What follows belongs to an exercise in optimizing a design on an open flow for small area, a short achievable clock period and few clock cycles; a production flow would make more cautious choices.
Only simulation tests tie the RTL to the original design; equivalence was not proved.
No activity file was given, so power comes from the tool's default toggle rates.

==> design.v <==
localparam
	OP_R     = 6'b000000,
	OP_J     = 6'b000010,
	OP_JAL   = 6'b000011,
	OP_BEQ   = 6'b000100,
	OP_BNE   = 6'b000101,
	OP_ADDI  = 6'b001000,
	OP_ADDIU = 6'b001001,
	OP_SLTI  = 6'b001010,
	OP_SLTIU = 6'b001011,
	OP_ANDI  = 6'b001100,
	OP_ORI   = 6'b001101,
	OP_XORI  = 6'b001110,
	OP_LUI   = 6'b001111,
	OP_LW    = 6'b100011,
	OP_SW    = 6'b101011;
`timescale 1ns / 1ps
module alu (
	input  wire [31:0] a,
	input  wire [31:0] b,         
	input  wire        sub,       
	input  wire [4:0]  sa,
	input  wire        shv,       
	input  wire        sh16,      
	input  wire        shr,       
	input  wire [2:0]  sel,       
	output wire [31:0] sum,       
	output reg  [31:0] result
);
	localparam SEL_SUM = 3'd0, SEL_AND = 3'd1, SEL_OR = 3'd2, SEL_XOR = 3'd3,
	           SEL_NOR = 3'd4, SEL_SLT = 3'd5, SEL_SLTU = 3'd6, SEL_SH = 3'd7;
	wire [32:0] s33 = {1'b0, a} + {1'b0, sub ? ~b : b} + {32'd0, sub};
	assign sum = s33[31:0];
	wire ltu = ~s33[32];
	wire lts = (a[31] ^ b[31]) ? a[31] : s33[31];
	wire [31:0] amt = shv ? a : {27'd0, sh16 ? 5'd16 : sa};
	wire big = |amt[31:5];
	wire [31:0] brev;
	genvar i;
	generate for (i = 0; i < 32; i = i + 1) begin : rev
		assign brev[i] = b[31 - i];
	end endgenerate
	wire [31:0] sin = shr ? b : brev;
	wire [31:0] sr = sin >> amt[4:0];
	wire [31:0] srev;
	generate for (i = 0; i < 32; i = i + 1) begin : rev2
		assign srev[i] = sr[31 - i];
	end endgenerate
	wire [31:0] sh = big ? 32'd0 : (shr ? sr : srev);
	always @(*) begin
		case (sel)
			SEL_SUM:  result = sum;
			SEL_AND:  result = a & b;
			SEL_OR:   result = a | b;
			SEL_XOR:  result = a ^ b;
			SEL_NOR:  result = ~(a | b);
			SEL_SLT:  result = {31'd0, lts};
			SEL_SLTU: result = {31'd0, ltu};
			default:  result = sh;
		endcase
	end
endmodule
`timescale 1ns / 1ps
module regFile(
	input  wire        clk,
	input  wire        wreg,
	input  wire [4:0]  n1, n2,
	input  wire [4:0]  writeReg,
	input  wire [31:0] regData,
	output wire [31:0] op1, op2
);
	reg [31:0] mem [31:1];
	always @(posedge clk)
		if (wreg && writeReg != 0)
			mem[writeReg] <= regData;
	assign op1 = (n1 == 0) ? 32'd0 : mem[n1];
	assign op2 = (n2 == 0) ? 32'd0 : mem[n2];
endmodule
`timescale 1ns / 1ps
module mips_cpu (
	input  wire        clk,
	input  wire        rst,
	output wire [31:0] imem_addr,
	input  wire [31:0] imem_data,
	output wire        dmem_ren,
	output wire        dmem_wen,
	output wire [31:0] dmem_addr,
	output wire [31:0] dmem_wdata,
	input  wire [31:0] dmem_rdata
);
localparam
	OP_R     = 6'b000000,
	OP_J     = 6'b000010,
	OP_JAL   = 6'b000011,
	OP_BEQ   = 6'b000100,
	OP_BNE   = 6'b000101,
	OP_ADDI  = 6'b001000,
	OP_ADDIU = 6'b001001,
	OP_SLTI  = 6'b001010,
	OP_SLTIU = 6'b001011,
	OP_ANDI  = 6'b001100,
	OP_ORI   = 6'b001101,
	OP_XORI  = 6'b001110,
	OP_LUI   = 6'b001111,
	OP_LW    = 6'b100011,
	OP_SW    = 6'b101011;
	reg [31:0] ir;     
	reg [31:0] pcx;    
	reg        pend;   
	reg [31:0] ra;     
	reg [31:0] rb;     
	wire [5:0]  op   = ir[31:26];
	wire [5:0]  fn   = ir[5:0];
	wire [4:0]  rd   = ir[15:11];
	wire [4:0]  rt   = ir[20:16];
	wire [31:0] simm = {{16{ir[15]}}, ir[15:0]};
	wire [31:0] zimm = {16'd0, ir[15:0]};
	wire r_type  = op == OP_R;
	wire f_add   = r_type && (fn == 6'b100000 || fn == 6'b100001);
	wire f_sub   = r_type && (fn == 6'b100010 || fn == 6'b100011);
	wire f_and   = r_type && fn == 6'b100100;
	wire f_or    = r_type && fn == 6'b100101;
	wire f_xor   = r_type && fn == 6'b100110;
	wire f_nor   = r_type && fn == 6'b100111;
	wire f_slt   = r_type && fn == 6'b101010;
	wire f_sltu  = r_type && fn == 6'b101011;
	wire f_shift = r_type && fn[5:3] == 3'b000 && fn[1:0] != 2'b01 &&
	               !(fn[2:0] == 3'b101);
	wire f_jr    = r_type && fn == 6'b001000;
	wire i_addi  = op == OP_ADDI || op == OP_ADDIU;
	wire i_slti  = op == OP_SLTI;
	wire i_sltiu = op == OP_SLTIU;
	wire i_andi  = op == OP_ANDI;
	wire i_ori   = op == OP_ORI;
	wire i_xori  = op == OP_XORI;
	wire i_lui   = op == OP_LUI;
	wire i_lw    = op == OP_LW;
	wire i_sw    = op == OP_SW;
	wire i_beq   = op == OP_BEQ;
	wire i_bne   = op == OP_BNE;
	wire i_j     = op == OP_J;
	wire i_jal   = op == OP_JAL;
	wire r_write = f_add | f_sub | f_and | f_or | f_xor | f_nor | f_slt | f_sltu | f_shift;
	wire i_write = i_addi | i_slti | i_sltiu | i_andi | i_ori | i_xori | i_lui | i_lw;
	wire wen     = r_write | i_write | i_jal;
	wire [4:0] waddr = i_jal ? 5'd31 : (r_type ? rd : rt);
	wire wen_nz  = wen && waddr != 5'd0;
	wire [31:0] alu_b = r_type ? rb : ((i_andi | i_ori | i_xori | i_sltiu | i_lui) ? zimm : simm);
	wire [2:0] alu_sel =
		(f_and | i_andi) ? 3'd1 :
		(f_or  | i_ori)  ? 3'd2 :
		(f_xor | i_xori) ? 3'd3 :
		f_nor            ? 3'd4 :
		(f_slt | i_slti | i_sltiu) ? 3'd5 :
		f_sltu           ? 3'd6 :
		(f_shift | i_lui) ? 3'd7 : 3'd0;
	wire [31:0] sum, alu_out;
	alu ALU (
		.a(ra), .b(alu_b),
		.sub(f_sub | f_slt | f_sltu | i_slti | i_sltiu),
		.sa(ir[10:6]), .shv(r_type & fn[2]), .sh16(i_lui), .shr(r_type & fn[1]),
		.sel(alu_sel),
		.sum(sum), .result(alu_out)
	);
	wire [31:0] wdata = i_lw ? dmem_rdata : (i_jal ? pcx + 32'd2 : alu_out);
	assign dmem_ren   = i_lw;
	assign dmem_wen   = i_sw;
	assign dmem_addr  = sum;
	assign dmem_wdata = rb;
	wire [31:0] pc_seq = pcx + 32'd1;
	wire taken = (i_beq && ra == rb) || (i_bne && ra != rb);
	assign imem_addr = pend ? pcx : (taken ? pc_seq + simm : pc_seq);
	wire jump = i_j | i_jal | f_jr;
	wire [31:0] jtarget = f_jr ? ra : {26'd0, pcx[31:26]} + {6'd0, ir[25:0]};
	wire [4:0] frs = imem_data[25:21];
	wire [4:0] frt = imem_data[20:16];
	wire [31:0] rf_a, rf_b;
	regFile REGFILE (
		.clk(clk), .wreg(wen_nz), .n1(frs), .n2(frt),
		.writeReg(waddr), .regData(wdata), .op1(rf_a), .op2(rf_b)
	);
	always @(posedge clk) begin
		ra <= (wen_nz && waddr == frs) ? wdata : rf_a;
		rb <= (wen_nz && waddr == frt) ? wdata : rf_b;
		if (rst) begin
			ir   <= 32'd0;
			pcx  <= 32'hFFFF_FFFF;
			pend <= 1'b0;
		end else begin
			ir   <= imem_data;
			pcx  <= jump ? jtarget : imem_addr;
			pend <= jump;
		end
	end
endmodule
==> run.sh <==
#!/bin/bash
# synth_recipe.tcl (not shown) runs the flow's synth.tcl, then flattens the netlist and writes it again
# the make line also repeats each setting of config.mk as NAME=value (left out here)
make -C /OpenROAD-flow-scripts/flow DESIGN_CONFIG=/design/flow/config.mk WORK_HOME=/design/flow/orfs CLKGATE_MAP_FILE= SYNTH_SCRIPT=/design/flow/synth_recipe.tcl finish
==> config.mk <==
export PLATFORM = sky130hd
export DESIGN_NAME = mips_cpu
export DESIGN_NICKNAME = mips_cpu
export VERILOG_FILES = /design/flow/design.v
export SDC_FILE = /design/flow/constraint.sdc
export NUM_CORES = 4
export LEC_CHECK = 0
export CAP_MARGIN = 20
export CORE_MARGIN = 2
export CORE_UTILIZATION = 40
export SLEW_MARGIN = 20
==> constraint.sdc <==
create_clock -name core_clock -period 11.0 [get_ports {clk}]
set_input_delay 2.2000 -clock core_clock [delete_from_list [all_inputs] [get_ports {clk}]]
set_output_delay 2.2000 -clock core_clock [all_outputs]
set_load 0.01 [all_outputs]
==> results.json <==
{
  "status": "complete, no violations",
  "highest_layer": "met5",
  "crit_type": "flip-flop to primary output",
  "synth_ff_type": "edfxtp_1",
  "num_vias": 46600,
  "switching_share_pct": 33.5,
  "yosysUniqueCellTypes": 105,
  "hp-start": "ir[25]",
  "cts_hold_buf": 0,
  "final_hold_viol_count": 0,
  "syn_area_per_cell_um2": 13.3,
  "clock.fmax_mhz": 111,
  "ys_warn_count": 3,
  "drc": 0,
  "wl_met1_um": 96300,
  "synth_edf_count": 992,
  "detail-route-antenna-nets": 0,
  "critical_path_buf_inv_count": 2,
  "grt_overflow": 0,
  "grt_antenna_before_repair": 10,
  "wl_met3_um": 26800,
  "pin_count": 164,
  "p_per_area_nw_per_um2": 185,
  "root_buffer": "clkbuf_16",
  "clockPowerShare_pct": 30.3,
  "holdPathEnd": "pcx[25]",
  "grt_pass1_wl_um": 349000,
  "p_seq_share_pct": 41.4,
  "post_cts_resized": 0,
  "fillCellCount": 13900,
  "cp-end-kind": "primary output",
  "tightest_slew_ns": 1.21,
  "synthCells": 4763,
  "wl_met2_um": 112000,
  "nets": 5056,
  "min_period_over_period_pct": 81.9,
  "syn_area_um2": 63300,
  "avgViaCountPerCell": 6.64,
  "slowest_stage": "nor4_4",
  "arrival_ns": 6.81,
  "core_area_um2": 157000,
  "drtIter0Drc": 6269,
  "cp-start-kind": "flip-flop",
  "placedCellCount": 6792,
  "ir_drop_v": 0.000119,
  "rsz0062_at_grt": "no",
  "portBuffers": 163,
  "dieArea_um2": 161000,
  "postCtsSetupRepairBufs": 0,
  "yosysTopAreaCellShare_pct": 47.1,
  "ys_top_cells_by_count": "edfxtp_1, mux4_2, mux2i_1",
  "syn-num-nets": 4966,
  "ff2ff_setup_slack_ns": 3.34,
  "cts_buffers": 116,
  "ys_ff_latch": 1121,
  "r2r_end": "REGFILE.mem[8][12]",
  "slowest_delay_ns": 0.75,
  "rr_startpoint": "ir[27]",
  "hold_path.class": "flip-flop to flip-flop",
  "grt_pass1_vias": 44800,
  "first_pass_iters": 6,
  "crit_fanout": 33,
  "fin_cells": 7012,
  "p_switching_mw": 4.43,
  "cp_cell_sequence": "nor4_4 -> nand2_1 -> o21ai_4 -> buf_4 -> xnor2_1 -> ha_1 -> a21oi_1 -> o21ai_1 -> o21ba_2 -> o211ai_1 -> o2111ai_1 -> o21ai_1 -> a21boi_1 -> o21ai_0 -> xnor2_1 -> clkdlybuf4s50_1",
  "cts_num_sinks": 1121,
  "clock_path_buffers": 3,
  "gp_congestion": 1.01,
  "tritoncts": "yes",
  "drive_gt1_share_pct": 19.2,
  "fin_tns_setup_ns": 0,
  "async_reset_ff_share_pct": 0,
  "wire_per_inst_um": 35.8,
  "htreeDepth": 3,
  "area_delta_synth_final_pct": 13.1,
  "yosys-top-cells-area": "edfxtp_1, mux4_2, mux2i_1",
  "p_int_mw": 8.78,
  "clkTransAtPathRegs_ns": 0.07,
  "drv_cap": 0,
  "p_comb_share_pct": 28.3,
  "wirelength_um": 251000,
  "rows": 145,
  "cp.required_ns": 8.80,
  "reg2reg_depth": 18,
  "grt_max_degree": 141,
  "grt_usage_pct": 30.5,
  "start_util_pct": 40.4,
  "setup_viol": 0,
  "clock_latency_ns": 0.77,
  "critPathTopFamily": "compound AO/OA/AOI/OAI gates",
  "yosys.area.top_type": "edfxtp_1",
  "hold_depth": 3,
  "finalCriticalPeriod_ns": 9.01,
  "yosysSeqAreaShare_pct": 51.2,
  "yosysMostFrequentCell": "edfxtp_1",
  "fin_skew_ns": 0.0687,
  "chipWidth_um": 402,
  "max_slew_margin_pct": 18.7,
  "drv_slew": 0,
  "die_y_um": 402,
  "dp_hpwl_um": 158000,
  "cellLeakagePower_nw": 24.6
}
==> area by class of cell <==
type	instances	area (um2)	area share, %
Sequential cell	1121	32400	45.2
Inverter	130	490	0.685
Multi-Input combinational cell	3163	29400	41.1
Antenna cell	2	5.00	0.00699
Tap cell	2058	2570	3.60
Clock buffer	142	3080	4.31
Clock inverter	75	768	1.07
Timing Repair Buffer	321	2880	4.02
==> placed cells by master (no fill, tap or decap), types with 20 or more instances in the layout <==
| cell type | instances |
|---|---|
| clkinv_1 | 30 |
| nor2_4 | 34 |
| a221oi_1 | 46 |
| mux2_2 | 37 |
| a21oi_1 | 288 |
| nor2_1 | 267 |
| o21ai_1 | 39 |
| and3_1 | 27 |
| nand2_1 | 258 |
| a211oi_1 | 78 |
| o221ai_1 | 39 |
| nor4_1 | 27 |
| a31oi_1 | 27 |
| nand4_1 | 32 |
| buf_4 | 156 |
| inv_1 | 124 |
| or3_1 | 24 |
| clkbuf_1 | 20 |
| ha_1 | 134 |
| nor2b_1 | 47 |
| clkdlybuf4s50_1 | 152 |
| o211ai_1 | 51 |
| edfxtp_1 | 992 |
| o21ai_0 | 162 |
| mux4_2 | 455 |
| clkbuf_16 | 118 |
| mux2i_1 | 317 |
| o22ai_1 | 51 |
| xnor2_1 | 128 |
| clkinv_2 | 22 |
| a22oi_1 | 24 |
| nor3_1 | 44 |
| nand3_1 | 90 |
| xor2_1 | 77 |
| a21o_1 | 49 |
| dfxtp_1 | 128 |
==> state kept, by name, summed over array words and instances, names as in the netlist <==
name         count
pend             1
rb              32
REGFILE.mem    992
ra              32
ir              32
pcx             32
==> tightest hold or removal path, stage by stage, from the launching register on <==
cell and delay [ns]:
dfxtp_1 0.34, xnor2_1 0.07, nor2_1 0.08, o31ai_1 0.07
==> power by group through the flow <==
| stage | clock (mW) | combinational, mW | sequential, mW |
|---|---|---|---|
| finish | 4.00 | 3.74 | 5.47 |
| global route | 4.20 | 3.95 | 5.46 |
| CTS | 4.03 | 3.66 | 5.45 |
| detailed placement | 0 | 3.64 | 5.54 |
| global placement | 0 | 3.63 | 5.54 |
| floorplan | 0 | 2.11 | 5.44 |
==> metal layers <==
layer	vias up	global-route usage [%]
li1	19200	-
met2	2836	46.4
met1	23900	40.2
met4	6	16.9
met3	628	7.20
met5	-	0
==> stage by stage <==
stage	hold slack [ns]	worst slack (ns)	power [mW]	util (%)	cell area, um2
after floorplan	0.556	4.33	7.55	-	63300
after global placement	0.610	2.96	9.17	43.2	67600
after detailed placement	0.616	2.91	9.18	43.2	67700
after CTS	0.622	2.06	13.1	45.7	71500
after global routing	0.667	1.60	13.6	45.7	71500
final	0.616	1.99	13.2	45.7	71600
==> worst max-delay path by stage <==
stage	end	slack [ns]	start	cells after the start
finish	dmem_addr[29]	1.99	ir[27]	16
global route	dmem_addr[29]	1.60	ir[27]	16
CTS	dmem_addr[29]	2.06	ir[27]	16
detailed placement	dmem_addr[29]	2.91	ir[27]	16
global placement	dmem_addr[30]	2.96	ir[27]	15
floorplan	dmem_addr[29]	4.33	ir[26]	21
==> cells by family after synthesis <==
| kind of cell | Yosys count | share of synthesized area [%] |
|---|---|---|
| buffers and inverters | 479 | 3.07 |
| xor gates and xnor gates | 205 | 2.84 |
| and+or+nand+nor | 931 | 6.93 |
| muxes | 810 | 21.9 |
| AOI/OAI and AO/OA | 1080 | 11.4 |
| DFF | 1121 | 51.2 |
| adders and majority gates | 137 | 2.74 |
Testbench counts, summed over its fixed seeds: cycles 23,866.

static timing again, ports no longer ideal:
In the flow no input, the clock included, has a driving cell. The finished layout below was timed again as built, in two steps.
Step 1: set_driving_cell puts a clkbuf_16 on clk and a buf_2 on each other input, an assumption about the parent block.
Step 2, shift: input delay + t, output delay - t, t = (earliest + latest rising clock arrival at the registers) / 2. This alone moves slack from input paths to output paths.
Three values: ideal, step 1, step 2; two values: the first two.
shift t [ns]: 0.808
setup WS [ns]: 1.988 / 1.914 / 2.722
hold slack, ns: 0.616 / 0.616 / 0.616
After both steps this run still meets setup and hold. For this run, drivers alone change the setup slack by -0.074 ns; drivers and shift together by +0.734 ns.
